What follows belongs to an exercise in optimizing a design on an open flow for small area; a production flow would make more cautious choices. In this exercise RTL edits were held to simulation tests only and were not proved equivalent to the original. The clock port is modelled as an ideal driver; clocking choices that lean on that would not hold on a real chip. Power figures rest on the tool's default switching activity, not on a simulated workload.

$ cat flow/config.mk
export PLATFORM = sky130hd
export DESIGN_NAME = timer_top
export DESIGN_NICKNAME = timer_top
export VERILOG_FILES = /design/flow/design.v
export SDC_FILE = /design/flow/constraint.sdc
export NUM_CORES = 4
export LEC_CHECK = 0
export CAP_MARGIN = 20
export CORE_MARGIN = 2
export CORE_UTILIZATION = 40
export SLEW_MARGIN = 20
$ cat flow/constraint.sdc
create_clock -name core_clock -period 5.0 [get_ports {sys_clk}]
set_input_delay 1.0000 -clock core_clock [delete_from_list [all_inputs] [get_ports {sys_clk}]]
set_output_delay 1.0000 -clock core_clock [all_outputs]
set_load 0.01 [all_outputs]
$ cat flow/design.v
module timer_top (
    input  wire        sys_clk,
    input  wire        sys_rst_n,
    input  wire        tim_psel,
    input  wire        tim_pwrite,
    input  wire        tim_penable,
    input  wire [11:0] tim_paddr,
    input  wire [31:0] tim_pwdata,
    input  wire [3:0]  tim_pstrb,
    output wire        tim_pready,
    output wire [31:0] tim_prdata,
    output wire        tim_pslverr,
    output wire        tim_int,
    input  wire        dbg_mode
);
    reg  acc;
    wire sel_en = tim_psel & tim_penable;
    assign tim_pready = acc & sel_en;
    always @(posedge sys_clk) acc <= sel_en & ~acc;
    wire wr = tim_pready & tim_pwrite;
    wire       a_ok = (tim_paddr[11:5] == 7'd0) & (tim_paddr[1:0] == 2'd0);
    wire [2:0] ix   = tim_paddr[4:2];
    wire s_tcr   = a_ok & (ix == 3'd0);
    wire s_tdr0  = a_ok & (ix == 3'd1);
    wire s_tdr1  = a_ok & (ix == 3'd2);
    wire s_tcmp0 = a_ok & (ix == 3'd3);
    wire s_tcmp1 = a_ok & (ix == 3'd4);
    wire s_tier  = a_ok & (ix == 3'd5);
    wire s_tisr  = a_ok & (ix == 3'd6);
    wire s_thcsr = a_ok & (ix == 3'd7);
    reg        en, den;
    reg  [3:0] dv;
    reg [31:0] cmp0, cmp1;
    reg        ie, hreq, st;
    reg [63:0] cnt;
    wire dv_bad = tim_pwdata[11] & (|tim_pwdata[10:8]);
    wire chg    = (tim_pstrb[0] & (tim_pwdata[1] ^ den)) |
                  (tim_pstrb[1] & (tim_pwdata[11:8] != dv));
    wire bad    = (en & chg) | (tim_pstrb[1] & dv_bad);
    wire w_tcr  = wr & s_tcr;
    assign tim_pslverr = w_tcr & bad;
    always @(posedge sys_clk or negedge sys_rst_n) begin
        if (!sys_rst_n) begin
            en  <= 1'b0;
            den <= 1'b0;
            dv  <= 4'd1;
        end else if (w_tcr & ~bad) begin
            if (tim_pstrb[0]) begin
                en  <= tim_pwdata[0];
                den <= tim_pwdata[1];
            end
            if (tim_pstrb[1]) dv <= tim_pwdata[11:8];
        end
    end
    integer b;
    always @(posedge sys_clk or negedge sys_rst_n) begin
        if (!sys_rst_n) begin
            cmp0 <= 32'hFFFF_FFFF;
            cmp1 <= 32'hFFFF_FFFF;
        end else begin
            for (b = 0; b < 4; b = b + 1) begin
                if (wr & s_tcmp0 & tim_pstrb[b]) cmp0[8*b +: 8] <= tim_pwdata[8*b +: 8];
                if (wr & s_tcmp1 & tim_pstrb[b]) cmp1[8*b +: 8] <= tim_pwdata[8*b +: 8];
            end
        end
    end
    always @(posedge sys_clk or negedge sys_rst_n) begin
        if (!sys_rst_n) begin
            ie   <= 1'b0;
            hreq <= 1'b0;
        end else begin
            if (wr & s_tier  & tim_pstrb[0]) ie   <= tim_pwdata[0];
            if (wr & s_thcsr & tim_pstrb[0]) hreq <= tim_pwdata[0];
        end
    end
    wire halt = hreq & dbg_mode;
    reg en_d;
    always @(posedge sys_clk) en_d <= en;
    wire clear = en_d & ~en;
    reg [7:0] pre;
    wire act = en & den;
    always @(posedge sys_clk) begin
        if (!act) pre <= 8'd0;
        else if (!halt) pre <= pre + 8'd1;
    end
    wire [7:0] mask;
    genvar k;
    generate
        for (k = 0; k < 8; k = k + 1) begin : g_mask
            assign mask[k] = (dv > k);
        end
    endgenerate
    wire lim = &(pre | ~mask);
    wire cnt_en = en & ~halt & (~den | lim);
    wire w0  = wr & s_tdr0;
    wire w1  = wr & s_tdr1;
    wire inc = cnt_en & ~w0 & ~w1;
    wire [63:0] cnt_inc = cnt + 64'd1;
    always @(posedge sys_clk or negedge sys_rst_n) begin
        if (!sys_rst_n) begin
            cnt <= 64'd0;
        end else begin
            for (b = 0; b < 4; b = b + 1) begin
                if (clear) cnt[8*b +: 8] <= 8'd0;
                else if (w0 & tim_pstrb[b]) cnt[8*b +: 8] <= tim_pwdata[8*b +: 8];
                else if (inc) cnt[8*b +: 8] <= cnt_inc[8*b +: 8];
                if (clear) cnt[32+8*b +: 8] <= 8'd0;
                else if (w1 & tim_pstrb[b]) cnt[32+8*b +: 8] <= tim_pwdata[8*b +: 8];
                else if (inc) cnt[32+8*b +: 8] <= cnt_inc[32+8*b +: 8];
            end
        end
    end
    wire match = (cnt == {cmp1, cmp0});
    always @(posedge sys_clk or negedge sys_rst_n) begin
        if (!sys_rst_n) st <= 1'b0;
        else if (wr & s_tisr & tim_pwdata[0]) st <= 1'b0;
        else if (match) st <= 1'b1;
    end
    assign tim_int = st & ie;
    assign tim_prdata =
          ({32{s_tcr}}   & {20'd0, dv, 6'd0, den, en})
        | ({32{s_tdr0}}  & cnt[31:0])
        | ({32{s_tdr1}}  & cnt[63:32])
        | ({32{s_tcmp0}} & cmp0)
        | ({32{s_tcmp1}} & cmp1)
        | ({32{s_tier}}  & {31'd0, ie})
        | ({32{s_tisr}}  & {31'd0, st})
        | ({32{s_thcsr}} & {30'd0, halt, hreq});
endmodule
$ cat flow/run.sh
#!/bin/bash
# synth_recipe.tcl (not shown) runs the flow's synth.tcl, then flattens the netlist and writes it again
# the make line also repeats each setting of config.mk as NAME=value (left out here)
make -C /OpenROAD-flow-scripts/flow DESIGN_CONFIG=/design/flow/config.mk WORK_HOME=/design/flow/orfs CLKGATE_MAP_FILE= SYNTH_SCRIPT=/design/flow/synth_recipe.tcl finish
==> impl_metrics.tcl, run 1 <==
set metrics [dict create \
    outcome "complete, no violations" \
    totalNegativeSetupSlack_ns 0 \
    cts_bufs_inserted 17 \
    postSynthNetCount 1039 \
    cts_post_setup_buffers_inserted 0 \
    ff2ff_setup_slack_ns 1.62 \
    grtUsageTotal 0.261 \
    synthesis.area_per_instance_sq_um 9.34 \
    die_w_microns 155 \
    final_core_util 0.484 \
    grt_setup_unrepaired "false" \
    vias 8398 \
    cell_chain_critical_path "clkdlybuf4s50_1, nor4_1, and3_1, nand2_1, nor3_2, buf_12, a222oi_1, nand2_1, clkdlybuf4s50_1" \
    place.gp.congestion 0.953 \
    insertion_delay_ns 0.44 \
    globalRoute.totalOverflow 0 \
    die_h_microns 155 \
    rows 55 \
    cell_count_of_the_worst_reg_to_reg_path 6 \
    synth.top_cell.area_share 0.196 \
    setup_violations 0 \
    drc 0 \
    max_slew.worst_pin.slew_ns 0.980 \
    die_area_sq_um 24200 \
    leakage_nw 4.45 \
    dr.pass1.iters 8 \
    clkSlewWorstSetupHoldPaths_ns 0.06 \
    reg2reg_from "cnt[6]" \
    timing.rr.end "cnt[55]" \
    grt_antenna_before_repair 2 \
    hold_ws_ns 0.427 \
    post_cts_hold_buffer_count 0 \
    yosysUniqueCellTypes 57 \
    num_io_pins 89 \
    synth.top_cells.by_count "nand2_1 (109), xor2_1 (74), mux2_2 (73), dfrtp_1 (72), o21ai_0 (66)" \
    ys_seq_area_frac 0.404 \
    cts.htree.levels 4 \
    synth_most_common_cell "nand2_1" \
    power_mw 2.61 \
    grt_pass1_wl_microns 47800 \
    drive_gt1_frac 0.193 \
    post_synth_main_area_contributors "dfrtp_1 (20%), dfstp_2 (19%), mux2_2 (9.0%), xor2_1 (7.1%), nand2_1 (4.5%)" \
    timing_hold_violations_final 0 \
    layout_setup_ws_ns 0.474 \
    path_buf_inv 3 \
    cts_resized 0 \
    worst_hold_path.endpoint "acc" \
    drv_cap 0 \
    pre_cts_slack_ns 0.468 \
    syn_std_cell_area_sq_um 9180 \
    fin_nets 1091 \
    max-vdd-ir-drop_mv 0.199 \
    end_kind "output pin" \
    cp_top_delay_family "buffers and inverters" \
    setup.worst_path.start_class "input pin" \
    min_from "acc" \
    worst-path-max-fanout 32 \
    critPathSlowestCell "clkdlybuf4s50_1" \
    portBuffers 88 \
    postSynthCellCount 983 \
    first_global_vias 7887 \
    timing.final.crit_share 0.905 \
    floorplan.initialDensity 0.407 \
    cts_buffer_depth 2 \
    areal_power_density_over_the_cells_nw_per_um2 239 \
    arrival_ns 3.53 \
    timing.final.crit_period_ns 4.53 \
    drt_iter0_drc 956 \
    cts-root-buf "clkbuf_16" \
    syn2layout_area_growth_pct 19.0 \
    holdCritPathClass "register to register" \
    clkSinkCount 147 \
    critical_path.max_stage_delay_ns 0.54 \
    skew_ns 0.0118 \
    count_of_antenna_violating_nets_left_after_detailed_routing 0 \
    synth-edff-count 0 \
    average_vias_per_placed_instance 6.30 \
    pin_count_of_the_biggest_net_entering_global_routing 101 \
    fmax_mhz 221 \
    postSynthRegisterBits 147 \
    worst_relative_slew_slack 0.347 \
    worstHoldPathCells 1 \
    ys_dominant_reg_cell "dfrtp_1" \
    asyncSetResetFlopFracSynth 0.932 \
    synth_top_area_cell "dfrtp_1" \
    worstPathRequired_ns 4.00 \
    core_sq_um 22600 \
    drt_wl_total_microns 31000 \
    cts_tree "yes" \
    detailed_place_hpwl_microns 22100 \
    critPathKind "input pin to output pin" \
    slew_viol_final 0 \
    ys_warn_count 1 \
    routed_wire_per_std_cell_microns 23.3 \
]
-- stage by stage --
stage	area (sq um)	instances
after detailed placement	10300	1301
after global placement	10300	1301
after global routing	10900	1333
final	10900	1334
after CTS	10900	1333
after floorplan	9180	983
-- worst max path at each step --
| stage | from | end | cells past startpoint |
|---|---|---|---|
| finish | tim_paddr[7] | tim_prdata[7] | 9 |
| global route | tim_paddr[7] | tim_prdata[17] | 9 |
| CTS | tim_paddr[7] | tim_prdata[5] | 9 |
| detailed placement | tim_paddr[7] | tim_prdata[5] | 9 |
| global placement | tim_paddr[7] | tim_prdata[5] | 9 |
| floorplan | tim_paddr[7] | tim_prdata[12] | 7 |
-- cells by family (layout without fill, tap and decap cells) --
family,Yosys count,count (layout),synth area share
DFF,147,147,0.404
xor gates and xnor gates,106,106,0.101
and+or+nand+nor,371,371,0.211
muxes,85,85,0.109
adders and majority gates,2,2,0.00273
other,0,1,0
AOI/OAI and AO/OA,192,192,0.137
buffers and inverters,80,145,0.0342
-- per-layer routing --
layer	vias up	track usage	wire, microns
met5	-	0	14
met4	2	0.106	1060
met3	66	0.0702	3100
met2	402	0.374	13400
met1	4153	0.374	13500
li1	3775	-	-
-- worst register-to-register path, stage by stage (launching register included) --
cell and delay, ns:
dfrtp_1 0.52, nand4_1 0.31, nor4_2 0.53, nand4_1 0.72, or4_1 0.74, or3_1 0.33
a31oi_1 0.16
-- state kept, by name (all words and copies together), names as in the netlist --
signal  flops
acc         1
cmp0       32
cmp1       32
cnt        64
den         1
dv          4
en          1
en_d        1
hreq        1
ie          1
pre         8
st          1
-- area by class of cell --
cell class	instances	area, sq um
Clock inverter	8	100
Tap cell	285	357
Sequential cell	147	3710
Clock buffer	24	503
Inverter	10	37.5
Timing Repair Buffer	103	1040
Antenna cell	1	2.50
Fill cell	2124	11600
Multi-Input combinational cell	756	5170
-- cell usage in the layout, fill, tap and decap left out, drive strengths merged, types with 4 or more instances in the layout --
cell / count
clkdlybuf4s50: 87
a21oi: 38
xnor2: 32
nor4: 42
clkbuf: 24
nand2: 109
nor2b: 5
o21ai: 66
nor3: 23
dfxtp: 10
buf: 16
and3: 21
clkinv: 5
mux4: 5
o31ai: 6
or4: 6
mux2: 73
a31oi: 19
dfstp: 65
o22ai: 5
xor2: 74
and4: 9
inv: 10
dfrtp: 72
nor3b: 7
a211oi: 10
nor2: 39
nand2b: 5
mux2i: 7
nand4: 34
a222oi: 27
or3: 13
and2: 7
nand3: 40
or2: 5
nor4b: 5
a22o: 4
-- where the power goes --
part	internal, mW	switching [mW]	total, mW
logic	0.0456	0.0594	0.105
clock network	0.803	0.511	1.31
registers	1.19	0.000706	1.19
==> inputs of run 2 (changes only) <==
--- a/flow/design.v
+++ b/flow/design.v
@@ -31,5 +31,5 @@
     reg        en, den;
     reg  [3:0] dv;
-    reg [31:0] cmp0, cmp1;
+    reg [31:0] ncmp0, ncmp1;    
     reg        ie, hreq, st;
     reg [63:0] cnt;
@@ -56,10 +56,10 @@
     always @(posedge sys_clk or negedge sys_rst_n) begin
         if (!sys_rst_n) begin
-            cmp0 <= 32'hFFFF_FFFF;
-            cmp1 <= 32'hFFFF_FFFF;
+            ncmp0 <= 32'd0;
+            ncmp1 <= 32'd0;
         end else begin
             for (b = 0; b < 4; b = b + 1) begin
-                if (wr & s_tcmp0 & tim_pstrb[b]) cmp0[8*b +: 8] <= tim_pwdata[8*b +: 8];
-                if (wr & s_tcmp1 & tim_pstrb[b]) cmp1[8*b +: 8] <= tim_pwdata[8*b +: 8];
+                if (wr & s_tcmp0 & tim_pstrb[b]) ncmp0[8*b +: 8] <= ~tim_pwdata[8*b +: 8];
+                if (wr & s_tcmp1 & tim_pstrb[b]) ncmp1[8*b +: 8] <= ~tim_pwdata[8*b +: 8];
             end
         end
@@ -96,20 +96,36 @@
     wire w1  = wr & s_tdr1;
     wire inc = cnt_en & ~w0 & ~w1;
-    wire [63:0] cnt_inc = cnt + 64'd1;
+    wire [7:0]  blk1, pblk, tblk;
+    wire [63:0] tgl;
+    genvar j;
+    generate
+        for (k = 0; k < 8; k = k + 1) begin : g_blk
+            assign blk1[k] = &cnt[8*k +: 8];
+            if (k == 0) begin : g_first
+                assign pblk[k] = 1'b1;
+            end else begin : g_next
+                assign pblk[k] = pblk[k-1] & blk1[k-1];
+            end
+            assign tblk[k] = inc & pblk[k];
+            for (j = 0; j < 8; j = j + 1) begin : g_bit
+                if (j == 0) begin : g_lsb
+                    assign tgl[8*k] = tblk[k];
+                end else begin : g_up
+                    assign tgl[8*k+j] = tgl[8*k+j-1] & cnt[8*k+j-1];
+                end
+            end
+        end
+    endgenerate
+    wire [7:0]  bsel = {{4{w1}} & tim_pstrb, {4{w0}} & tim_pstrb} | {8{clear}};
+    wire [31:0] wdat = tim_pwdata & {32{~clear}};
     always @(posedge sys_clk or negedge sys_rst_n) begin
         if (!sys_rst_n) begin
             cnt <= 64'd0;
         end else begin
-            for (b = 0; b < 4; b = b + 1) begin
-                if (clear) cnt[8*b +: 8] <= 8'd0;
-                else if (w0 & tim_pstrb[b]) cnt[8*b +: 8] <= tim_pwdata[8*b +: 8];
-                else if (inc) cnt[8*b +: 8] <= cnt_inc[8*b +: 8];
-                if (clear) cnt[32+8*b +: 8] <= 8'd0;
-                else if (w1 & tim_pstrb[b]) cnt[32+8*b +: 8] <= tim_pwdata[8*b +: 8];
-                else if (inc) cnt[32+8*b +: 8] <= cnt_inc[32+8*b +: 8];
-            end
+            for (b = 0; b < 8; b = b + 1)
+                cnt[8*b +: 8] <= bsel[b] ? wdat[8*(b%4) +: 8] : (cnt[8*b +: 8] ^ tgl[8*b +: 8]);
         end
     end
-    wire match = (cnt == {cmp1, cmp0});
+    wire match = &(cnt ^ {ncmp1, ncmp0});
     always @(posedge sys_clk or negedge sys_rst_n) begin
         if (!sys_rst_n) st <= 1'b0;
@@ -122,6 +138,6 @@
         | ({32{s_tdr0}}  & cnt[31:0])
         | ({32{s_tdr1}}  & cnt[63:32])
-        | ({32{s_tcmp0}} & cmp0)
-        | ({32{s_tcmp1}} & cmp1)
+        | ({32{s_tcmp0}} & ~ncmp0)
+        | ({32{s_tcmp1}} & ~ncmp1)
         | ({32{s_tier}}  & {31'd0, ie})
         | ({32{s_tisr}}  & {31'd0, st})
==> flow/flow/run.sh (new file) <==
#!/bin/bash
# Standard ORFS layout with smaller port buffers and no CTS dummy loads.
set -e
cp standard.sh standard_sh_copy.txt
cp config.mk config_mk_copy.txt
export BUFFER_PORTS_ARGS="-buffer_cell sky130_fd_sc_hd__buf_1"
export CTS_ARGS="-sink_clustering_enable -repair_clock_nets -dont_use_dummy_load"
bash standard.sh > standard.log 2>&1
==> flow/standard.sh (new file) <==
#!/bin/bash
# synth_recipe.tcl (not shown) runs the flow's synth.tcl, then flattens the netlist and writes it again
# the make line also repeats each setting of config.mk as NAME=value (left out here)
make -C /OpenROAD-flow-scripts/flow DESIGN_CONFIG=/design/flow/config.mk WORK_HOME=/design/flow/orfs CLKGATE_MAP_FILE= SYNTH_SCRIPT=/design/flow/synth_recipe.tcl "${@:-finish}"
removed: flow/run.sh
==> run 2 against run 1 <==
  * Power down 12%
  * Critical endpoint is now tim_prdata[24]
  * Utilization down 3.2 points
  * Critical path type unchanged
  * Synthesized area down 6.8%
==> impl_metrics.tcl, run 2 <==
set metrics [dict create \
    outcome "complete, no violations" \
    floorplan.initialDensity 0.407 \
    asyncSetResetFlopFracSynth 0.932 \
    totalNegativeSetupSlack_ns 0 \
    grt_antenna_before_repair 0 \
    first_global_vias 6997 \
    register_containing_the_most_flip_flops_in_the_final_layout "cnt" \
    setup_violations 0 \
    timing.final.crit_share 0.832 \
    drt_wl_total_microns 25200 \
    antenna_cells 0 \
    postSynthCellCount 948 \
    fmax_mhz 240 \
    critical_path.max_stage_delay_ns 0.42 \
    ys_seq_area_frac 0.424 \
    setup.worst_path.start_class "input pin" \
    detailed_place_hpwl_microns 18300 \
    drive_gt1_frac 0.0571 \
    ys_dominant_reg_cell "dfrtp_1" \
    cts_tree "yes" \
    combinationalPowerShare 0.035 \
    cts_bufs_inserted 17 \
    holdCritPathClass "register to register" \
    syn_std_cell_area_sq_um 8550 \
    fin_nets 1128 \
    drc 0 \
    syn2layout_area_growth_pct 11.1 \
    globalRoute.totalOverflow 0 \
    grt_pass1_wl_microns 39700 \
    max-vdd-ir-drop_mv 0.199 \
    layout.cells.most_common "nand2_1" \
    layout_top_registers "cnt x64, ncmp0 x32, ncmp1 x32" \
    hold_ws_ns 0.430 \
    yosysUniqueCellTypes 54 \
    end_kind "output pin" \
    count_of_antenna_violating_nets_left_after_detailed_routing 0 \
    dr.pass1.iters 7 \
    synthesis.area_per_instance_sq_um 9.02 \
    cts-root-buf "clkbuf_16" \
    average_vias_per_placed_instance 5.53 \
    num_io_pins 89 \
    worst-path-max-fanout 18 \
    synth-edff-count 0 \
    internal_mw 1.80 \
    num-fill-cells 2078 \
    ys_warn_count 1 \
    pin_count_of_the_biggest_net_entering_global_routing 70 \
    cell_chain_critical_path "buf_1, and3b_1, buf_4, nand2_1, buf_4, o211ai_1, buf_1" \
    place.gp.congestion 0.827 \
    postSynthRegisterBits 147 \
    largest_register_ff_count 64 \
    leakage_nw 3.94 \
    p_sw_frac 0.218 \
    final_core_util 0.452 \
    pre_cts_slack_ns 0.676 \
    clkSlewWorstSetupHoldPaths_ns 0.05 \
    synth.top_cells.by_count "nand2_1 (220), dfrtp_1 (136), a21oi_1 (84), xnor2_1 (79)" \
    net-switching-power_mw 0.501 \
    clkSinkCount 147 \
    post-route-cell-area_sq_um 9500 \
    insertion_delay_ns 0.42 \
    cts.htree.levels 4 \
    core_sq_um 21000 \
    max_slew.worst_pin.slew_ns 0.966 \
    power.share.clock 0.447 \
    cts_resized 0 \
    cts_post_setup_buffers_inserted 0 \
    synth_most_common_cell "nand2_1" \
    cts_buffer_depth 2 \
    arrival_ns 3.16 \
    die_w_microns 150 \
    skew_ns 0.0127 \
    post_dp_cell_area_sq_um 9070 \
    worst_relative_slew_slack 0.356 \
    vias 7137 \
    stdcell_count 1290 \
    routed_wire_per_std_cell_microns 19.6 \
    placed_cells_incl_taps 1273 \
    portBuffers 88 \
    timing_hold_violations_final 0 \
    synth_top_area_cell "dfrtp_1" \
    drv_cap 0 \
    timing.final.crit_period_ns 4.16 \
    drt_iter0_drc 485 \
    die_h_microns 150 \
    post_cts_hold_buffer_count 0 \
    postSynthNetCount 1059 \
    areal_power_density_over_the_cells_nw_per_um2 242 \
    rows 53 \
    slew_viol_final 0 \
    power_mw 2.30 \
    worstPathRequired_ns 4.00 \
    die_area_sq_um 22600 \
    seqPwrFrac 0.518 \
    critPathSlowestCell "nand2_1" \
    critPathKind "input pin to output pin" \
    grtUsageTotal 0.234 \
    path_buf_inv 4 \
    layout_setup_ws_ns 0.839 \
    mostFrequentLayoutCells "nand2_1 (220), dfrtp_1 (136), buf_1 (87), a21oi_1 (84), xnor2_1 (79)" \
    cp_top_delay_family "buffers and inverters" \
    grt_setup_unrepaired "false" \
    post_synth_main_area_contributors "dfrtp_1 (40%), nand2_1 (9.7%), ha_1 (8.3%), xnor2_1 (8.1%), a21oi_1 (4.9%)" \
    synth.top_cell.area_share 0.398 \
]
==> run 2: changes by cell type in the layout (fill, tap and decap cells not counted), sizes merged, moves of 27 or more <==
cell	before	now
a21oi	38	84
dfrtp	72	136
clkdlybuf4s50	87	0
xnor2	32	79
xor2	74	6
dfstp	65	1
mux2	73	7
nand2	109	223
ha	2	57
a222oi	27	0
buf	16	99
==> run 2: per-layer routing <==
metal / vias to the layer above / global-route usage / routed length, microns
li1: 3458 / - / -
met1: 3446 / 0.322 / 11400
met2: 205 / 0.375 / 11800
met3: 28 / 0.0479 / 1570
met4: 0 / 0.0656 / 478
met5: - / 0 / 0
==> run 2: power groups by stage <==
stage	registers, mW	clock network, mW	logic (mW)
6_report	1.19	1.03	0.0799
5_1_grt	1.19	1.10	0.0900
4_1_cts	1.19	1.05	0.0818
3_5_place_dp	1.21	0	0.0814
3_3_place_gp	1.21	0	0.0817
2_1_floorplan	1.21	0	0.0181
==> run 2: worst paths after layout <==
path | start | endpoint | slack [ns] | cells past startpoint
worst max-delay path | tim_paddr[3] | tim_prdata[24] | 0.84 | 7
worst min-delay path | acc | acc | 0.43 | 1
worst max register to register | cnt[2] | cnt[63] | 1.55 | 14
worst min register to register | acc | acc | 0.43 | 1
max in group asynchronous | sys_rst_n | ncmp1[19] | 3.17 | 2
min in group asynchronous | sys_rst_n | ncmp0[3] | 0.72 | 1
==> run 2: area by class of cell <==
type	count	area, sq um	share of cell area
Clock buffer	17	425	0.0448
Inverter	4	15.0	0.00158
Multi-Input combinational cell	748	4670	0.492
Sequential cell	147	3630	0.382
Tap cell	275	344	0.0362
Timing Repair Buffer	99	417	0.0438
==> run 2: cell families after synthesis <==
| kind of cell | after synthesis | synth area share |
|---|---|---|
| xor+xnor | 85 | 0.0871 |
| simple gates | 389 | 0.221 |
| buf+inv | 53 | 0.0307 |
| fa+ha+maj | 57 | 0.0834 |
| flops | 147 | 0.424 |
| compound gates | 210 | 0.145 |
| mux | 7 | 0.00922 |
==> inputs of run 3 (changes only) <==
==> flow/flow/run.sh (replaced) <==
#!/bin/bash
# Standard ORFS layout with small port buffers and a small-buffer clock tree.
set -e
export BUFFER_PORTS_ARGS="-buffer_cell sky130_fd_sc_hd__buf_1"
export CTS_ARGS="-sink_clustering_enable -repair_clock_nets -dont_use_dummy_load -buf_list sky130_fd_sc_hd__clkbuf_4"
bash standard.sh > standard.log 2>&1
--- a/flow/config.mk
+++ b/flow/config.mk
@@ -8,4 +8,4 @@
 export CAP_MARGIN = 20
 export CORE_MARGIN = 2
-export CORE_UTILIZATION = 40
+export CORE_UTILIZATION = 65
 export SLEW_MARGIN = 20
==> run 3 against run 2 <==
  * Sequential cell count stayed put
  * Utilization is 26 points higher
  * Wire length is 7.4% lower
  * Worst hold slack better by 0.0048 ns
  * Global-route usage is 11 points higher
  * Die area is 38% lower
  * Cell area is 4.4% lower
  * Non-clock buffer count is 1 lower
  * Largest power group unchanged
  * Synthesized cell count stayed put
  * Still clean
  * Largest cell class unchanged
==> impl_metrics.tcl, run 3 <==
set metrics [dict create \
    floorplan.initialDensity 0.672 \
    dr.pass1.iters 5 \
    cts_bufs_inserted 17 \
    yosysUniqueCellTypes 54 \
    grt.met1_usage 0.449 \
    grt_setup_unrepaired "false" \
    net-switching-power_mw 0.422 \
    portBuffers 88 \
    die_w_microns 119 \
    seqPwrFrac 0.666 \
    leakage_nw 3.81 \
    die_area_sq_um 14100 \
    grtUsageMet3 0.0603 \
    num_io_pins 89 \
    first_global_vias 7354 \
    insertion_delay_ns 0.57 \
    post_synth_main_area_contributors "dfrtp_1 (40%), nand2_1 (9.7%), ha_1 (8.3%), xnor2_1 (8.1%), a21oi_1 (4.9%)" \
    grt_pass1_wl_microns 37700 \
    die_h_microns 119 \
    drc 0 \
    setup.worst_path.start_class "input pin" \
    cts_resized 0 \
    grtUsageTotal 0.344 \
    cell_chain_critical_path "buf_1, and3b_1, buf_4, nand2_1, buf_4, o211ai_1, buf_1" \
    fmax_mhz 239 \
    grt_busiest_layer "met2" \
    timing_hold_violations_final 0 \
    cts_tree "yes" \
    setup_violations 0 \
    asyncSetResetFlopFracSynth 0.932 \
    arrival_ns 3.19 \
    power.share.clock 0.290 \
    clkSlewWorstSetupHoldPaths_ns 0.10 \
    syn2layout_area_growth_pct 6.20 \
    internal_mw 1.36 \
    cts_buffer_depth 2 \
    critPathKind "input pin to output pin" \
    grt_antenna_before_repair 0 \
    synth-edff-count 0 \
    grtUsageMet2 0.548 \
    core_sq_um 12700 \
    globalRoute.totalOverflow 0 \
    synthesis.area_per_instance_sq_um 9.02 \
    slew_viol_final 0 \
    postSynthNetCount 1059 \
    stdcell_count 1186 \
    critPathSlowestCell "nand2_1" \
    vias 7461 \
    num-fill-cells 1085 \
    ys_warn_count 1 \
    ys_seq_area_frac 0.424 \
    timing.final.crit_period_ns 4.19 \
    register_containing_the_most_flip_flops_in_the_final_layout "cnt" \
    ys_dominant_reg_cell "dfrtp_1" \
    cts-root-buf "clkbuf_4" \
    drt_iter0_drc 634 \
    totalNegativeSetupSlack_ns 0 \
    synth_top_area_cell "dfrtp_1" \
    skew_ns 0.0241 \
    worst_relative_slew_slack 0.427 \
    cts_post_setup_buffers_inserted 0 \
    syn_std_cell_area_sq_um 8550 \
    power_mw 1.78 \
    place.gp.congestion 0.896 \
    fin_nets 1127 \
    synth_most_common_cell "nand2_1" \
    max_slew.worst_pin.slew_ns 0.857 \
    areal_power_density_over_the_cells_nw_per_um2 196 \
    mostFrequentLayoutCells "nand2_1 (220), dfrtp_1 (136), buf_1 (87), a21oi_1 (84), xnor2_1 (79)" \
    end_kind "output pin" \
    clkSinkCount 147 \
    critical_path.max_stage_delay_ns 0.52 \
    count_of_antenna_violating_nets_left_after_detailed_routing 0 \
    rows 41 \
    worstPathRequired_ns 4.00 \
    layout.cells.most_common "nand2_1" \
    worst-path-max-fanout 18 \
    postSynthRegisterBits 147 \
    layout_top_registers "cnt x64, ncmp0 x32, ncmp1 x32" \
    outcome "complete, no violations" \
    final_core_util 0.714 \
    largest_register_ff_count 64 \
    drv_cap 0 \
    post_cts_hold_buffer_count 0 \
    synth.top_cells.by_count "nand2_1 (220), dfrtp_1 (136), a21oi_1 (84), xnor2_1 (79)" \
    holdCritPathClass "register to register" \
    drt_wl_total_microns 23400 \
    max-vdd-ir-drop_mv 0.151 \
    detailed_place_hpwl_microns 17000 \
    synth.top_cell.area_share 0.398 \
    combinationalPowerShare 0.043 \
    pin_count_of_the_biggest_net_entering_global_routing 138 \
    antenna_cells 0 \
    timing.final.crit_share 0.837 \
    drive_gt1_frac 0.0562 \
    placed_cells_incl_taps 1169 \
    routed_wire_per_std_cell_microns 19.7 \
    p_sw_frac 0.237 \
    average_vias_per_placed_instance 6.29 \
    postSynthCellCount 948 \
    cts.htree.levels 4 \
]
[run 3: cell types whose count changed in the layout (fill, tap and decap cells not counted)]
cell / before / now
clkbuf_4: 0 / 18
clkbuf_16: 17 / 0
buf_4: 12 / 9
buf_12: 0 / 1
[run 3: power by group through the flow]
stage / Clock (mW) / Sequential [mW] / Combinational, mW
floorplan: 0 / 1.21 / 0.0181
global placement: 0 / 1.21 / 0.0755
detailed placement: 0 / 1.21 / 0.0774
CTS: 0.526 / 1.19 / 0.0775
global route: 0.572 / 1.19 / 0.0855
finish: 0.517 / 1.19 / 0.0772
[run 3: cell type report]
cell class / count / area, sq um / share of cell area
flip-flops and latches: 147 / 3630 / 0.400
repair buffers: 98 / 422 / 0.0464
clock buffers: 17 / 128 / 0.0141
well taps: 172 / 215 / 0.0237
inverters: 4 / 15.0 / 0.00165
multi-input cells: 748 / 4670 / 0.515
[run 3: cell families after synthesis]
| kind of cell | count (synthesis) | share of synthesized area |
|---|---|---|
| flip-flops | 147 | 0.424 |
| adder cells (fa/ha/maj) | 57 | 0.0834 |
| AND/OR/NAND/NOR | 389 | 0.221 |
| multiplexers | 7 | 0.00922 |
| XOR/XNOR | 85 | 0.0871 |
| AO/OA/AOI/OAI | 210 | 0.145 |
| buffers and inverters | 53 | 0.0307 |
[run 3: through the flow]
stage	hold slack, ns	cell area, sq um	worst slack (ns)
detailed placement	0.424	8950	0.532
CTS	0.439	9080	0.880
finish	0.435	9080	0.813
global route	0.464	9080	0.691
global placement	0.407	8950	0.832
floorplan	0.396	8550	1.30
[run 3: worst max-delay path, delay by kind of cell]
kind / cells / cell delay [ns]
buffers and inverters: 4 / 1.18
AND/OR/NAND/NOR: 2 / 0.74
AO/OA/AOI/OAI: 1 / 0.23
[run 3: final timing paths]
check	start	endpoint	slack, ns	cells past startpoint
max	tim_paddr[3]	tim_prdata[14]	0.81	7
min	acc	acc	0.43	1
max reg2reg	dv[1]	cnt[47]	1.47	14
min reg2reg	acc	acc	0.43	1
max in group asynchronous	sys_rst_n	ncmp0[15]	3.83	2
min in group asynchronous	sys_rst_n	ncmp0[29]	0.53	2
[run 3: per-layer routing]
| metal | routed length [microns] | share of wire |
|---|---|---|
| met1 | 9720 | 0.42 |
| met2 | 11100 | 0.48 |
| met3 | 1480 | 0.063 |
| met4 | 1040 | 0.045 |
| met5 | 0 | 0 |
==> inputs of run 4 (changes only) <==
==> flow/flow/run.sh (replaced) <==
#!/bin/bash
# Layout flow: the standard synthesis, then an area-oriented re-mapping
# of the combinational logic only (flip-flops, their names and cell types are
# kept), then the standard ORFS flow with small port buffers and a clock tree
# of small buffers.
set -euo pipefail
HERE=$(pwd)
RES=$HERE/orfs/results/sky130hd/timer_top/base
LIB=$FLOW_HOME/platforms/sky130hd/lib/sky130_fd_sc_hd__tt_025C_1v80.lib
export BUFFER_PORTS_ARGS="-buffer_cell sky130_fd_sc_hd__buf_1"
export CTS_ARGS="-sink_clustering_enable -repair_clock_nets -dont_use_dummy_load -buf_list sky130_fd_sc_hd__clkbuf_4"
export POST_CTS_TCL=$HERE/flow/post_cts.tcl

# 1. standard synthesis, up to the netlist
bash standard.sh $RES/1_2_yosys.v > synth.log 2>&1
cp $RES/1_2_yosys.v $HERE/netlist_standard.v

# 2. re-map the combinational logic
sed -e "s#@LIB@#$LIB#g" -e "s#@IN@#$HERE/netlist_standard.v#g" \
    -e "s#@OUT@#$HERE/netlist_remap.v#g" $HERE/flow/remap.ys > $HERE/remap_run.ys
yosys -s $HERE/remap_run.ys > remap.log 2>&1
cp $HERE/netlist_remap.v $RES/1_2_yosys.v
touch $RES/1_2_yosys.v

# 3. the rest of the standard flow
bash standard.sh > standard.log 2>&1
==> flow/flow/post_cts.tcl (new file) <==
estimate_parasitics -placement
set limit 0.09
set changed 0
foreach inst [get_cells -filter "ref_name == sky130_fd_sc_hd__clkbuf_4"] {
  set name [get_full_name $inst]
  set net [get_nets -of_objects [get_pins $name/X]]
  set worst 0
  foreach pin [get_pins -of_objects $net -filter "direction == input"] {
    if { [get_property $pin name] != "CLK" } { continue }
    set s [get_property $pin slew_max]
    if { $s > $worst } { set worst $s }
  }
  if { $worst > $limit } {
    replace_cell $inst sky130_fd_sc_hd__clkbuf_8
    incr changed
    puts "post_cts: upsized $name (slew [format %.3f $worst] ns)"
  }
}
puts "post_cts: upsized $changed clock buffers"
if { $changed > 0 } {
  detailed_placement
  check_placement -verbose
  estimate_parasitics -placement
}
==> flow/flow/remap.ys (new file) <==
# Re-map the combinational cells of the standard synthesis netlist for area.
# Flip-flop instances are kept as black boxes, so their names, cell types and
# connections do not change.
read_liberty -ignore_miss_func @LIB@
read_verilog @IN@
hierarchy -top timer_top
setattr -mod -set keep_hierarchy 1 sky130_fd_sc_hd__df*
flatten
hierarchy -top timer_top
blackbox sky130_fd_sc_hd__df*
opt -purge
abc -liberty @LIB@ -dont_use sky130_fd_sc_hd__probe_p_8 -dont_use sky130_fd_sc_hd__probec_p_8 -dont_use sky130_fd_sc_hd__lpflow_bleeder_1 -dont_use sky130_fd_sc_hd__lpflow_clkbufkapwr_1 -dont_use sky130_fd_sc_hd__lpflow_clkbufkapwr_16 -dont_use sky130_fd_sc_hd__lpflow_clkbufkapwr_2 -dont_use sky130_fd_sc_hd__lpflow_clkbufkapwr_4 -dont_use sky130_fd_sc_hd__lpflow_clkbufkapwr_8 -dont_use sky130_fd_sc_hd__lpflow_clkinvkapwr_1 -dont_use sky130_fd_sc_hd__lpflow_clkinvkapwr_16 -dont_use sky130_fd_sc_hd__lpflow_clkinvkapwr_2 -dont_use sky130_fd_sc_hd__lpflow_clkinvkapwr_4 -dont_use sky130_fd_sc_hd__lpflow_clkinvkapwr_8 -dont_use sky130_fd_sc_hd__lpflow_decapkapwr_12 -dont_use sky130_fd_sc_hd__lpflow_decapkapwr_3 -dont_use sky130_fd_sc_hd__lpflow_decapkapwr_4 -dont_use sky130_fd_sc_hd__lpflow_decapkapwr_6 -dont_use sky130_fd_sc_hd__lpflow_decapkapwr_8 -dont_use sky130_fd_sc_hd__lpflow_inputiso0n_1 -dont_use sky130_fd_sc_hd__lpflow_inputiso0p_1 -dont_use sky130_fd_sc_hd__lpflow_inputiso1n_1 -dont_use sky130_fd_sc_hd__lpflow_inputiso1p_1 -dont_use sky130_fd_sc_hd__lpflow_inputisolatch_1 -dont_use sky130_fd_sc_hd__lpflow_isobufsrc_1 -dont_use sky130_fd_sc_hd__lpflow_isobufsrc_16 -dont_use sky130_fd_sc_hd__lpflow_isobufsrc_2 -dont_use sky130_fd_sc_hd__lpflow_isobufsrc_4 -dont_use sky130_fd_sc_hd__lpflow_isobufsrc_8 -dont_use sky130_fd_sc_hd__lpflow_isobufsrckapwr_16 -dont_use sky130_fd_sc_hd__lpflow_lsbuf_lh_hl_isowell_tap_1 -dont_use sky130_fd_sc_hd__lpflow_lsbuf_lh_hl_isowell_tap_2 -dont_use sky130_fd_sc_hd__lpflow_lsbuf_lh_hl_isowell_tap_4 -dont_use sky130_fd_sc_hd__lpflow_lsbuf_lh_isowell_4 -dont_use sky130_fd_sc_hd__lpflow_lsbuf_lh_isowell_tap_1 -dont_use sky130_fd_sc_hd__lpflow_lsbuf_lh_isowell_tap_2 -dont_use sky130_fd_sc_hd__lpflow_lsbuf_lh_isowell_tap_4  -script "+strash;&get,-n;&st;&syn2;&dch,-f;&nf,-R,1000;&put"
opt_clean -purge
read_liberty -lib -ignore_redef @LIB@
hilomap -singleton -hicell sky130_fd_sc_hd__conb_1 HI -locell sky130_fd_sc_hd__conb_1 LO
insbuf -buf sky130_fd_sc_hd__buf_4 A X
splitnets
opt_clean -purge
hierarchy -top timer_top
tee -o remap_stat.txt stat -liberty @LIB@
check -assert -mapped
write_verilog -noattr -nohex -nodec @OUT@
==> run 4 against run 3 <==
  * Still clean on timing, DRC and antenna
  * Power increased by 6.5%
  * Sequential cell count stayed put
  * Die area is 8.8% lower
  * Clock-buffer cell count unchanged
  * Non-clock buffer count unchanged
  * Register-to-register slack lost 0.72 ns
  * Cell count fell by 3.4%
  * Clock power up 24%
  * Highest routed layer unchanged
==> impl_metrics.tcl, run 4 <==
set metrics [dict create \
    die_w_microns 113 \
    die_area_sq_um 12800 \
    power_mw 1.90 \
    totalNegativeSetupSlack_ns 0 \
    grt_busiest_layer "met2" \
    cts_tree "yes" \
    average_vias_per_placed_instance 6.77 \
    syn2layout_area_growth_pct 10.7 \
    syn_std_cell_area_sq_um 7770 \
    globalRoute.totalOverflow 0 \
    ys_warn_count 1 \
    max-vdd-ir-drop_mv 0.225 \
    grtUsageMet2 0.616 \
    critPathKind "register to register" \
    layout.cells.most_common "nand2_1" \
    leakage_nw 3.46 \
    combinationalPowerShare 0.037 \
    cell_count_of_the_worst_reg_to_reg_path 15 \
    grt_setup_unrepaired "false" \
    p_sw_frac 0.231 \
    postSynthNetCount 942 \
    place.gp.congestion 1.00 \
    max_slew.worst_pin.slew_ns 1.10 \
    rows 39 \
    worstPathRequired_ns 5.53 \
    final_core_util 0.743 \
    timing.final.crit_period_ns 4.25 \
    setup.worst_path.start_class "register" \
    drt_iter0_drc 923 \
    core_sq_um 11600 \
    routed_wire_per_std_cell_microns 21.3 \
    drive_gt1_frac 0.0329 \
    drt_wl_total_microns 24400 \
    fin_nets 1059 \
    layout_setup_ws_ns 0.746 \
    clkSlewWorstSetupHoldPaths_ns 0.08 \
    worstHoldPathCells 1 \
    grt_pass1_wl_microns 38600 \
    layout_top_registers "cnt x64, ncmp0 x32, ncmp1 x32" \
    grtUsageMet3 0.0986 \
    setup_violations 0 \
    worst-path-max-fanout 7 \
    net-switching-power_mw 0.438 \
    insertion_delay_ns 0.61 \
    internal_mw 1.46 \
    drv_cap 0 \
    power.share.clock 0.337 \
    count_of_antenna_violating_nets_left_after_detailed_routing 0 \
    grt.met1_usage 0.520 \
    clkSinkCount 147 \
    mostFrequentLayoutCells "nand2_1 (156), dfrtp_1 (136), o21ai_0 (111), buf_1 (87), a21oi_1 (82)" \
    postSynthCellCount 888 \
    hold_ws_ns 0.425 \
    portBuffers 88 \
    pre_cts_slack_ns 0.279 \
    end_kind "register" \
    first_global_vias 7343 \
    skew_ns 0.0367 \
    holdCritPathClass "register to register" \
    timing.final.crit_share 0.851 \
    vias 7761 \
    num_io_pins 89 \
    seqPwrFrac 0.626 \
    die_h_microns 113 \
    antenna_cells 0 \
    pin_count_of_the_biggest_net_entering_global_routing 70 \
    timing_hold_violations_final 0 \
    worst_relative_slew_slack 0.260 \
    slew_viol_final 0 \
    grtUsageTotal 0.393 \
    drc 0 \
    floorplan.initialDensity 0.672 \
    detailed_place_hpwl_microns 17400 \
    fmax_mhz 235 \
    synthesis.area_per_instance_sq_um 8.75 \
    grt_antenna_before_repair 0 \
    register_containing_the_most_flip_flops_in_the_final_layout "cnt" \
    outcome "complete, no violations" \
    areal_power_density_over_the_cells_nw_per_um2 221 \
    arrival_ns 4.78 \
    ff2ff_setup_slack_ns 0.75 \
    largest_register_ff_count 64 \
    dr.pass1.iters 6 \
]
==> run 4: metal layers <==
layer,part of all wire,wire (microns)
met3,0.099,2420
met4,0.046,1130
met1,0.39,9590
met5,0,0
met2,0.46,11300
==> run 4: layout make-up <==
class	count	area, sq um
sequential	147	3630
tap	143	179
clock buffer	17	203
multi-input combinational	732	4130
fill	885	2970
inverter	9	33.8
timing repair buffer	98	422
==> run 4: power by group through the flow <==
| stage | Clock, mW | Combinational [mW] | Sequential (mW) |
|---|---|---|---|
| global placement | 0 | 0.0672 | 1.21 |
| global route | 0.687 | 0.0787 | 1.19 |
| floorplan | 0 | 0.00910 | 1.21 |
| finish | 0.639 | 0.0707 | 1.19 |
| detailed placement | 0 | 0.0699 | 1.21 |
==> run 4: worst paths after layout <==
path	startpoint	to
worst max-delay path	cnt[32]	cnt[62]
worst min-delay path	acc	acc
worst max register to register	cnt[32]	cnt[62]
worst min register to register	acc	acc
max in group asynchronous	sys_rst_n	ncmp1[15]
min in group asynchronous	sys_rst_n	ncmp0[5]
==> run 4: worst max-delay path: stages (launching register included) <==
cell     delay (ns)
dfrtp_1        0.50
and3_1         0.23
and3_1         0.22
nand4_1        0.14
nor4_1         0.59
nand2_1        0.15
nor3_1         0.45
nand3_1        0.19
nor2_1         0.28
and4_1         0.29
and3_1         0.29
and4_1         0.34
and3_1         0.22
a21oi_1        0.07
nor2_1         0.09
a22o_1         0.13
==> run 4: per-stage QoR <==
step	instance area, sq um	std cells
2_1_floorplan	7780	888
3_3_place_gp	8390	1129
3_5_place_dp	8390	1129
5_1_grt	8600	1146
6_report	8600	1146
==> inputs of run 5 (changes only) <==
--- a/flow/design.v
+++ b/flow/design.v
@@ -30,5 +30,7 @@
     wire s_thcsr = a_ok & (ix == 3'd7);
     reg        en, den;
-    reg  [3:0] dv;
+    reg  [3:1] dv_hi;
+    reg        ndv0;        
+    wire [3:0] dv = {dv_hi, ~ndv0};
     reg [31:0] ncmp0, ncmp1;    
     reg        ie, hreq, st;
@@ -44,5 +46,6 @@
             en  <= 1'b0;
             den <= 1'b0;
-            dv  <= 4'd1;
+            dv_hi <= 3'd0;
+            ndv0  <= 1'b0;
         end else if (w_tcr & ~bad) begin
             if (tim_pstrb[0]) begin
@@ -50,5 +53,8 @@
                 den <= tim_pwdata[1];
             end
-            if (tim_pstrb[1]) dv <= tim_pwdata[11:8];
+            if (tim_pstrb[1]) begin
+                dv_hi <= tim_pwdata[11:9];
+                ndv0  <= ~tim_pwdata[8];
+            end
         end
     end
==> flow/flow/remap.ys (replaced) <==
# Re-map the combinational cells of the standard synthesis netlist for area.
# Flip-flop instances are kept as black boxes, so their names, cell types and
# connections do not change.
read_liberty -ignore_miss_func @LIB@
read_verilog @IN@
hierarchy -top timer_top
setattr -mod -set keep_hierarchy 1 sky130_fd_sc_hd__df*
flatten
hierarchy -top timer_top
blackbox sky130_fd_sc_hd__df*
opt -purge
abc -liberty @LIB@ -dont_use sky130_fd_sc_hd__probe_p_8 -dont_use sky130_fd_sc_hd__probec_p_8 -dont_use sky130_fd_sc_hd__lpflow_bleeder_1 -dont_use sky130_fd_sc_hd__lpflow_clkbufkapwr_1 -dont_use sky130_fd_sc_hd__lpflow_clkbufkapwr_16 -dont_use sky130_fd_sc_hd__lpflow_clkbufkapwr_2 -dont_use sky130_fd_sc_hd__lpflow_clkbufkapwr_4 -dont_use sky130_fd_sc_hd__lpflow_clkbufkapwr_8 -dont_use sky130_fd_sc_hd__lpflow_clkinvkapwr_1 -dont_use sky130_fd_sc_hd__lpflow_clkinvkapwr_16 -dont_use sky130_fd_sc_hd__lpflow_clkinvkapwr_2 -dont_use sky130_fd_sc_hd__lpflow_clkinvkapwr_4 -dont_use sky130_fd_sc_hd__lpflow_clkinvkapwr_8 -dont_use sky130_fd_sc_hd__lpflow_decapkapwr_12 -dont_use sky130_fd_sc_hd__lpflow_decapkapwr_3 -dont_use sky130_fd_sc_hd__lpflow_decapkapwr_4 -dont_use sky130_fd_sc_hd__lpflow_decapkapwr_6 -dont_use sky130_fd_sc_hd__lpflow_decapkapwr_8 -dont_use sky130_fd_sc_hd__lpflow_inputiso0n_1 -dont_use sky130_fd_sc_hd__lpflow_inputiso0p_1 -dont_use sky130_fd_sc_hd__lpflow_inputiso1n_1 -dont_use sky130_fd_sc_hd__lpflow_inputiso1p_1 -dont_use sky130_fd_sc_hd__lpflow_inputisolatch_1 -dont_use sky130_fd_sc_hd__lpflow_isobufsrc_1 -dont_use sky130_fd_sc_hd__lpflow_isobufsrc_16 -dont_use sky130_fd_sc_hd__lpflow_isobufsrc_2 -dont_use sky130_fd_sc_hd__lpflow_isobufsrc_4 -dont_use sky130_fd_sc_hd__lpflow_isobufsrc_8 -dont_use sky130_fd_sc_hd__lpflow_isobufsrckapwr_16 -dont_use sky130_fd_sc_hd__lpflow_lsbuf_lh_hl_isowell_tap_1 -dont_use sky130_fd_sc_hd__lpflow_lsbuf_lh_hl_isowell_tap_2 -dont_use sky130_fd_sc_hd__lpflow_lsbuf_lh_hl_isowell_tap_4 -dont_use sky130_fd_sc_hd__lpflow_lsbuf_lh_isowell_4 -dont_use sky130_fd_sc_hd__lpflow_lsbuf_lh_isowell_tap_1 -dont_use sky130_fd_sc_hd__lpflow_lsbuf_lh_isowell_tap_2 -dont_use sky130_fd_sc_hd__lpflow_lsbuf_lh_isowell_tap_4  -script "+strash;&get,-n;&st;&deepsyn,-T,60;&dch,-f;&nf,-p,-R,1000;&put"
opt_clean -purge
read_liberty -lib -ignore_redef @LIB@
hilomap -singleton -hicell sky130_fd_sc_hd__conb_1 HI -locell sky130_fd_sc_hd__conb_1 LO
insbuf -buf sky130_fd_sc_hd__buf_4 A X
splitnets
opt_clean -purge
hierarchy -top timer_top
tee -o remap_stat.txt stat -liberty @LIB@
check -assert -mapped
write_verilog -noattr -nohex -nodec @OUT@
==> run 5 against run 4 <==
  * The layout now fails its checks (negative setup slack)
  * Clock-buffer cell count stayed put
  * Clock power rose by 1%
  * Fmax shrank 46%
  * Sequential share of layout area shrank 4.4 points
  * First-iteration DRC count up 59%
  * Register-to-register slack worse by 3.6 ns
  * Wire length up 17%
==> impl_metrics.tcl, run 5 <==
set metrics [dict create \
    outcome "finished with violations" \
    check.faults "negative setup slack" \
    register_containing_the_most_flip_flops_in_the_final_layout "cnt" \
    antenna_cells 0 \
    floorplan.initialDensity 0.661 \
    grt_antenna_before_repair 0 \
    arrival_ns 8.43 \
    syn2layout_area_growth_pct 27.6 \
    fmax_mhz 127 \
    setup_violations 33 \
    worstPathRequired_ns 5.52 \
    num_io_pins 89 \
    pin_count_of_the_biggest_net_entering_global_routing 138 \
    die_area_sq_um 12400 \
    vias 8750 \
    first_global_vias 8460 \
    skew_ns 0.0346 \
    insertion_delay_ns 0.63 \
    leakage_nw 4.29 \
    drive_gt1_frac 0.193 \
    cts_tree "yes" \
    syn_std_cell_area_sq_um 7520 \
    portBuffers 88 \
    holdCritPathClass "register to register" \
    mostFrequentLayoutCells "a21oi_1 (154), nand2_1 (146), nor2_1 (141), dfrtp_1 (137), buf_4 (115)" \
    drt_iter0_drc 1467 \
    critPathKind "input pin to register" \
    die_h_microns 112 \
    drv_cap 0 \
    postSynthNetCount 947 \
    slew_viol_final 0 \
    grt_pass1_wl_microns 44400 \
    critical_path.max_stage_delay_ns 0.21 \
    timing_hold_violations_final 0 \
    max_slew.worst_pin.slew_ns 1.12 \
    grtUsageTotal 0.455 \
    fin_nets 1174 \
    max-vdd-ir-drop_mv 0.254 \
    grt_setup_unrepaired "true" \
    synthesis.area_per_instance_sq_um 8.42 \
    totalNegativeSetupSlack_ns -50.42 \
    place.gp.congestion 1.00 \
    postSynthCellCount 893 \
    layout_setup_ws_ns -2.90 \
    timing.final.crit_period_ns 7.90 \
    drc 0 \
    timing.final.crit_share 1.58 \
    layout_top_registers "cnt x64, ncmp0 x32, ncmp1 x32" \
    pre_cts_slack_ns -3.64 \
    rows 39 \
    globalRoute.totalOverflow 0 \
    hold_ws_ns 0.416 \
    routed_wire_per_std_cell_microns 22.6 \
    worst-path-max-fanout 2 \
    areal_power_density_over_the_cells_nw_per_um2 200 \
    clkSinkCount 147 \
    worst_relative_slew_slack 0.247 \
    largest_register_ff_count 64 \
    layout.cells.most_common "a21oi_1" \
    die_w_microns 112 \
    ys_warn_count 1 \
    detailed_place_hpwl_microns 19100 \
    dr.pass1.iters 6 \
    end_kind "register" \
    average_vias_per_placed_instance 6.94 \
    crit_path_frequent_cell "and3_4" \
    critPathSlowestCell "and3_4" \
    count_of_antenna_violating_nets_left_after_detailed_routing 0 \
    setup.worst_path.start_class "input pin" \
    clkSlewWorstSetupHoldPaths_ns 0.07 \
    ff2ff_setup_slack_ns -2.83 \
    core_sq_um 11400 \
    drt_wl_total_microns 28500 \
]
run 5: cell count changes in the layout (fill, tap and decap cells not counted), moves of 16 or more:
cell      delta
buf_4      +106
a21oi_1     +72
o21ai_0     -72
nor2_1      +61
xnor2_1     -54
nand3_1     -25
and3_4      +20
xor2_1      -20
o211ai_1    +16
o31ai_1     +16
run 5: final timing paths:
check,depth (start not counted),startpoint,endpoint
min,1,acc,acc
min in group asynchronous,2,sys_rst_n,ncmp1[19]
max reg2reg,46,dv_hi[2],cnt[62]
max,48,tim_paddr[6],cnt[62]
max in group asynchronous,2,sys_rst_n,cnt[0]
min reg2reg,1,acc,acc
run 5: per-layer routing:
metal / track usage / wire length (microns)
met3: 0.120 / 3720
met4: 0.250 / 1860
met5: 0 / 0
met1: 0.579 / 10000
met2: 0.716 / 12900
run 5: critical path: cells and delay by family:
family / cells / cell delay (ns)
compound gates: 2 / 0.27
xor+xnor: 1 / 0.14
buf+inv: 2 / 0.31
simple gates: 43 / 6.68
run 5: layout make-up:
cell class / instances / area, sq um
multi-input cells: 742 / 4280
inverters: 4 / 15.0
well taps: 143 / 179
flip-flops and latches: 147 / 3630
clock buffers: 17 / 203
repair buffers: 208 / 1300
fillers: 682 / 1770
run 5: through the flow:
stage	std cells	total power [mW]	area [sq um]	utilization
5_1_grt	1261	1.96	9600	0.844
3_3_place_gp	1220	1.28	8950	0.787
3_5_place_dp	1220	1.29	8950	0.787
2_1_floorplan	893	1.22	7710	-
6_report	1261	1.92	9600	0.844
run 5: power breakdown:
group	leakage (nW)	internal (mW)	switching [mW]
registers	1.99	1.19	0.000605
clock network	0.109	0.255	0.393
logic	2.20	0.0232	0.0600
==> inputs of run 6 (changes only) <==
--- a/flow/flow/post_cts.tcl
+++ b/flow/flow/post_cts.tcl
@@ -1,4 +1,4 @@
 estimate_parasitics -placement
-set limit 0.09
+set limit 0.105
 set changed 0
 foreach inst [get_cells -filter "ref_name == sky130_fd_sc_hd__clkbuf_4"] {
==> flow/flow/remap.ys (replaced) <==
# Re-map the combinational cells of the standard synthesis netlist for area.
# Flip-flop instances are kept as black boxes, so their names, cell types and
# connections do not change.
read_liberty -ignore_miss_func @LIB@
read_verilog @IN@
hierarchy -top timer_top
setattr -mod -set keep_hierarchy 1 sky130_fd_sc_hd__df*
flatten
hierarchy -top timer_top
blackbox sky130_fd_sc_hd__df*
opt -purge
abc -liberty @LIB@ -dont_use sky130_fd_sc_hd__probe_p_8 -dont_use sky130_fd_sc_hd__probec_p_8 -dont_use sky130_fd_sc_hd__lpflow_bleeder_1 -dont_use sky130_fd_sc_hd__lpflow_clkbufkapwr_1 -dont_use sky130_fd_sc_hd__lpflow_clkbufkapwr_16 -dont_use sky130_fd_sc_hd__lpflow_clkbufkapwr_2 -dont_use sky130_fd_sc_hd__lpflow_clkbufkapwr_4 -dont_use sky130_fd_sc_hd__lpflow_clkbufkapwr_8 -dont_use sky130_fd_sc_hd__lpflow_clkinvkapwr_1 -dont_use sky130_fd_sc_hd__lpflow_clkinvkapwr_16 -dont_use sky130_fd_sc_hd__lpflow_clkinvkapwr_2 -dont_use sky130_fd_sc_hd__lpflow_clkinvkapwr_4 -dont_use sky130_fd_sc_hd__lpflow_clkinvkapwr_8 -dont_use sky130_fd_sc_hd__lpflow_decapkapwr_12 -dont_use sky130_fd_sc_hd__lpflow_decapkapwr_3 -dont_use sky130_fd_sc_hd__lpflow_decapkapwr_4 -dont_use sky130_fd_sc_hd__lpflow_decapkapwr_6 -dont_use sky130_fd_sc_hd__lpflow_decapkapwr_8 -dont_use sky130_fd_sc_hd__lpflow_inputiso0n_1 -dont_use sky130_fd_sc_hd__lpflow_inputiso0p_1 -dont_use sky130_fd_sc_hd__lpflow_inputiso1n_1 -dont_use sky130_fd_sc_hd__lpflow_inputiso1p_1 -dont_use sky130_fd_sc_hd__lpflow_inputisolatch_1 -dont_use sky130_fd_sc_hd__lpflow_isobufsrc_1 -dont_use sky130_fd_sc_hd__lpflow_isobufsrc_16 -dont_use sky130_fd_sc_hd__lpflow_isobufsrc_2 -dont_use sky130_fd_sc_hd__lpflow_isobufsrc_4 -dont_use sky130_fd_sc_hd__lpflow_isobufsrc_8 -dont_use sky130_fd_sc_hd__lpflow_isobufsrckapwr_16 -dont_use sky130_fd_sc_hd__lpflow_lsbuf_lh_hl_isowell_tap_1 -dont_use sky130_fd_sc_hd__lpflow_lsbuf_lh_hl_isowell_tap_2 -dont_use sky130_fd_sc_hd__lpflow_lsbuf_lh_hl_isowell_tap_4 -dont_use sky130_fd_sc_hd__lpflow_lsbuf_lh_isowell_4 -dont_use sky130_fd_sc_hd__lpflow_lsbuf_lh_isowell_tap_1 -dont_use sky130_fd_sc_hd__lpflow_lsbuf_lh_isowell_tap_2 -dont_use sky130_fd_sc_hd__lpflow_lsbuf_lh_isowell_tap_4  -script "+strash;&get,-n;&st;&deepsyn,-T,60;&sopb;&dsdb;&dch,-f;&nf,-p,-R,1000;&put"
opt_clean -purge
read_liberty -lib -ignore_redef @LIB@
hilomap -singleton -hicell sky130_fd_sc_hd__conb_1 HI -locell sky130_fd_sc_hd__conb_1 LO
insbuf -buf sky130_fd_sc_hd__buf_4 A X
splitnets
opt_clean -purge
hierarchy -top timer_top
tee -o remap_stat.txt stat -liberty @LIB@
check -assert -mapped
write_verilog -noattr -nohex -nodec @OUT@
--- a/flow/config.mk
+++ b/flow/config.mk
@@ -8,4 +8,5 @@
 export CAP_MARGIN = 20
 export CORE_MARGIN = 2
-export CORE_UTILIZATION = 65
+export CORE_UTILIZATION = 75
+export PLACE_DENSITY = 0.8
 export SLEW_MARGIN = 20
==> run 6 against run 5 <==
  * The run now finishes clean
  * Non-clock buffer count fell by 112
  * First-iteration DRC count fell by 2.1%
  * Utilization fell by 1.2 points
  * Sequential power barely moved
  * Cell area fell by 12%
  * Cell count fell by 8.7%
  * Wire length fell by 4.4%
  * Synthesized cell count rose by 1.0%
  * Power fell by 5.2%
  * Critical path type is now input pin to output pin
  * Critical endpoint is now tim_prdata[0]
==> impl_metrics.tcl, run 6 <==
set metrics [dict create \
    outcome "complete, no violations" \
    grt_pass1_wl_microns 42700 \
    totalNegativeSetupSlack_ns 0 \
    ys_warn_count 1 \
    final_core_util 0.833 \
    worst-path-max-fanout 5 \
    end_kind "output pin" \
    cp_top_delay_family "simple AND/OR/NAND/NOR gates" \
    core_sq_um 10200 \
    clkSinkCount 147 \
    vias 8653 \
    syn2layout_area_growth_pct 9.34 \
    top_routing_layer_in_use "met4" \
    die_area_sq_um 11200 \
    drt_iter0_drc 1436 \
    fin_nets 1071 \
    postSynthNetCount 956 \
    arrival_ns 3.40 \
    cell_chain_critical_path "buf_1, nor4_1, nand2_1, nor4_1, nand2b_1, nor3_1, a222oi_1, nand2_1, buf_1" \
    max-vdd-ir-drop_mv 0.234 \
    postSynthCellCount 902 \
    cts_tree "yes" \
    setup.worst_path.start_class "input pin" \
    detailed_place_hpwl_microns 19800 \
    cp_num_cells 9 \
    power.share.clock 0.305 \
    p_sw_frac 0.239 \
    largest_register_ff_count 64 \
    worstPathRequired_ns 4.00 \
    timing.final.crit_period_ns 4.40 \
    critical_path.max_stage_delay_ns 0.58 \
    pin_count_of_the_biggest_net_entering_global_routing 54 \
    drive_gt1_frac 0.0286 \
    die_w_microns 106 \
    drv_cap 0 \
    routed_wire_per_std_cell_microns 23.7 \
    drc 0 \
    grt_antenna_before_repair 0 \
    worst_relative_slew_slack 0.260 \
    cell_count_of_the_worst_reg_to_reg_path 11 \
    fmax_mhz 227 \
    floorplan.initialDensity 0.761 \
    grt_setup_unrepaired "false" \
    slew_viol_final 0 \
    count_of_antenna_violating_nets_left_after_detailed_routing 0 \
    place.gp.congestion 1.14 \
    timing_hold_violations_final 0 \
    layout_top_registers "cnt x64, ncmp0 x32, ncmp1 x32" \
    timing.final.crit_share 0.880 \
    syn_std_cell_area_sq_um 7750 \
    num_io_pins 89 \
    internal_mw 1.38 \
    holdCritPathClass "input pin to async pin" \
    areal_power_density_over_the_cells_nw_per_um2 215 \
    antenna_cells 0 \
    dr.pass1.iters 9 \
    register_containing_the_most_flip_flops_in_the_final_layout "cnt" \
    first_global_vias 8185 \
    rows 37 \
    drt_wl_total_microns 27300 \
    m1WireLength_microns 9170 \
    layout.cells.most_common "dfrtp_1" \
    leakage_nw 3.77 \
    detailroute.wirelength.met3_microns 4120 \
    path_buf_inv 2 \
    clkSlewWorstSetupHoldPaths_ns 0.10 \
    max_slew.worst_pin.slew_ns 1.11 \
    critPathSlowestCell "nor4_1" \
    globalRoute.totalOverflow 0 \
    average_vias_per_placed_instance 7.52 \
    synthesis.area_per_instance_sq_um 8.60 \
    die_h_microns 106 \
    seqPwrFrac 0.653 \
    portBuffers 88 \
    skew_ns 0.0333 \
    insertion_delay_ns 0.59 \
    critPathKind "input pin to output pin" \
    setup_violations 0 \
    net-switching-power_mw 0.435 \
    grtUsageTotal 0.503 \
    combinationalPowerShare 0.042 \
    detailroute.wirelength.met2_microns 12100 \
    mostFrequentLayoutCells "dfrtp_1 (137), nor2_1 (134), nand2_1 (132), a21oi_1 (113), buf_1 (87)" \
]
## run 6: layer usage
layer	vias to the layer above	GRT usage
met5	-	0
met4	0	0.284
met3	224	0.158
met2	853	0.771
met1	3981	0.634
li1	3595	-
## run 6: final cells by class
class	count	area, sq um
Clock buffer	17	146
Fill cell	650	1710
Inverter	2	7.51
Multi-Input combinational cell	753	4130
Sequential cell	147	3630
Tap cell	136	170
Timing Repair Buffer	96	394
## run 6: worst paths after layout
path                               start            end  slack [ns]
setup / recovery           tim_paddr[11]  tim_prdata[0]        0.60
hold / removal                 sys_rst_n      ncmp1[17]        0.40
setup reg to reg                 cnt[30]        cnt[62]        1.88
hold reg to reg                      acc            acc        0.41
max in group asynchronous      sys_rst_n      ncmp1[25]        3.48
min in group core_clock              acc            acc        0.41
## run 6: power by group through the flow
stage	clock network [mW]	logic (mW)	registers [mW]
after floorplan	0	0.0106	1.21
after global routing	0.589	0.0822	1.19
final	0.556	0.0759	1.19
after global placement	0	0.0699	1.21
after detailed placement	0	0.0732	1.21
## run 6: through the flow
stage	power (mW)	worst slack [ns]	hold slack, ns	std cells	instance area (sq um)
after floorplan	1.22	0.377	0.382	902	7750
after global placement	1.28	0.946	0.389	1134	8330
after global routing	1.86	0.535	0.421	1151	8480
after detailed placement	1.28	0.709	0.397	1134	8330
final	1.82	0.601	0.404	1151	8480
## run 6: worst reg2reg max path, delay by kind of cell (launching register included)
family             cells  cell delay (ns)
and+or+nand+nor       10             2.33
DFF                    1             0.49
AOI/OAI and AO/OA      1             0.22
==> inputs of run 7 (changes only) <==
--- a/flow/config.mk
+++ b/flow/config.mk
@@ -8,5 +8,4 @@
 export CAP_MARGIN = 20
 export CORE_MARGIN = 2
-export CORE_UTILIZATION = 75
-export PLACE_DENSITY = 0.8
+export CORE_UTILIZATION = 65
 export SLEW_MARGIN = 20
==> run 7 against run 6 <==
  * Via count shrank 3.9%
  * Utilization is 9.2 points lower
  * Synthesized area did not move
  * Setup slack improved by 0.010 ns
  * Critical path depth unchanged
  * Sequential power is essentially flat
==> impl_metrics.tcl, run 7 <==
set metrics [dict create \
    outcome "complete, no violations" \
    slew_viol_final 0 \
    cts_tree "yes" \
    cell_count_of_the_worst_reg_to_reg_path 10 \
    timing_hold_violations_final 0 \
    die_h_microns 113 \
    core_sq_um 11500 \
    setup_violations 0 \
    portBuffers 88 \
    reg2reg_from "dv_hi[1]" \
    clkSinkCount 147 \
    drv_cap 0 \
    fin_nets 1073 \
    num_io_pins 89 \
    insertion_delay_ns 0.60 \
    die_area_sq_um 12800 \
    average_vias_per_placed_instance 7.16 \
    critPathKind "input pin to output pin" \
    detailroute.wirelength.met3_microns 4030 \
    num-fill-cells 859 \
    count_of_antenna_violating_nets_left_after_detailed_routing 0 \
    grt_antenna_before_repair 1 \
    synthesis.area_per_instance_sq_um 8.60 \
    placed_cells_incl_taps 1143 \
    arrival_ns 3.39 \
    detailroute.wirelength.met2_microns 12800 \
    globalRoute.totalOverflow 0 \
    clkSlewWorstSetupHoldPaths_ns 0.09 \
    stdcell_count 1161 \
    max_slew.worst_pin.slew_ns 1.07 \
    largest_register_ff_count 64 \
    p_sw_frac 0.238 \
    holdCritPathClass "input pin to async pin" \
    areal_power_density_over_the_cells_nw_per_um2 217 \
    net-switching-power_mw 0.441 \
    power.share.clock 0.318 \
    worst-path-max-fanout 5 \
    dr.pass1.iters 19 \
    register_containing_the_most_flip_flops_in_the_final_layout "cnt" \
    layout_top_registers "cnt x64, ncmp0 x32, ncmp1 x32" \
    ys_warn_count 1 \
    max-vdd-ir-drop_mv 0.253 \
    layout_setup_ws_ns 0.611 \
    grt_pass1_wl_microns 44400 \
    end_kind "output pin" \
    combinationalPowerShare 0.040 \
    pre_cts_slack_ns 0.733 \
    layout.cells.most_common "dfrtp_1" \
    die_w_microns 113 \
    drt_wl_total_microns 28600 \
    setup.worst_path.start_class "input pin" \
    rows 39 \
    fmax_mhz 228 \
    internal_mw 1.41 \
    timing.final.crit_period_ns 4.39 \
    mostFrequentLayoutCells "dfrtp_1 (137), nor2_1 (133), nand2_1 (132), a21oi_1 (113), buf_1 (87)" \
    totalNegativeSetupSlack_ns 0 \
    grtUsageTotal 0.459 \
    routed_wire_per_std_cell_microns 24.7 \
    postSynthCellCount 902 \
    skew_ns 0.0341 \
    worstPathRequired_ns 4.00 \
    drive_gt1_frac 0.0315 \
    first_global_vias 8143 \
    place.gp.congestion 1.03 \
    detailed_place_hpwl_microns 21200 \
    top_routing_layer_in_use "met4" \
    m1WireLength_microns 10000 \
    hold_ws_ns 0.377 \
    drc 0 \
    vias 8315 \
    timing.rr.end "cnt[48]" \
    leakage_nw 3.78 \
    syn_std_cell_area_sq_um 7750 \
    drt_iter0_drc 1421 \
    seqPwrFrac 0.642 \
    ff2ff_setup_slack_ns 1.62 \
    postSynthNetCount 956 \
    timing.final.crit_share 0.878 \
    pin_count_of_the_biggest_net_entering_global_routing 57 \
    syn2layout_area_growth_pct 9.95 \
    grt_setup_unrepaired "false" \
    worst_relative_slew_slack 0.282 \
    floorplan.initialDensity 0.673 \
]
-- run 7: per-layer routing --
layer | global-route usage | up-vias
li1 | - | 3603
met1 | 0.569 | 3881
met2 | 0.704 | 671
met3 | 0.171 | 160
met4 | 0.238 | 0
met5 | 0 | -
-- run 7: stage by stage --
stage	instance area [sq um]	total power, mW	utilization
2_1_floorplan	7750	1.22	-
3_3_place_gp	8360	1.28	0.726
3_5_place_dp	8360	1.29	0.726
5_1_grt	8530	1.89	0.740
6_report	8530	1.85	0.740
-- run 7: area by class of cell --
type                    count  area [sq um]  area share
clock buffers              17           165      0.0194
well taps                 143           179      0.0210
repair buffers             98           409      0.0480
flip-flops and latches    147          3630       0.426
multi-input cells         753          4140       0.485
inverters                   2          7.51    0.000880
diodes                      1          2.50    0.000293
-- run 7: power groups by stage --
stage               logic (mW)  clock network, mW  registers (mW)
floorplan               0.0106                  0            1.21
global route            0.0823              0.620            1.19
global placement        0.0701                  0            1.21
finish                  0.0749              0.588            1.19
detailed placement      0.0737                  0            1.21
-- run 7: worst max-delay path by stage --
stage             startpoint        endpoint  slack (ns)  depth (start not counted)
6_report       tim_paddr[11]   tim_prdata[0]        0.61                          9
5_1_grt        tim_paddr[11]   tim_prdata[0]        0.43                          9
3_5_place_dp   tim_paddr[11]   tim_prdata[0]        0.73                          9
3_3_place_gp   tim_paddr[11]   tim_prdata[0]        0.89                          9
2_1_floorplan  tim_paddr[11]  tim_prdata[11]        0.38                          7
-- run 7: worst max-delay path, cell delays in order --
cell and delay, ns:
buf_1 0.07, nor4_1 0.26, nand2_1 0.17, nor4_1 0.55, nand2b_1 0.21, nor3_1 0.62, a222oi_1 0.22, nand2_1 0.14
buf_1 0.15

Setup slack of run 7, layout unchanged: 0.611 ns with ideal ports, 0.592 ns with driving cells assumed (clock clkbuf_16, inputs buf_2), 0.592 ns with port delays also shifted by the 0.627 ns mid clock arrival.
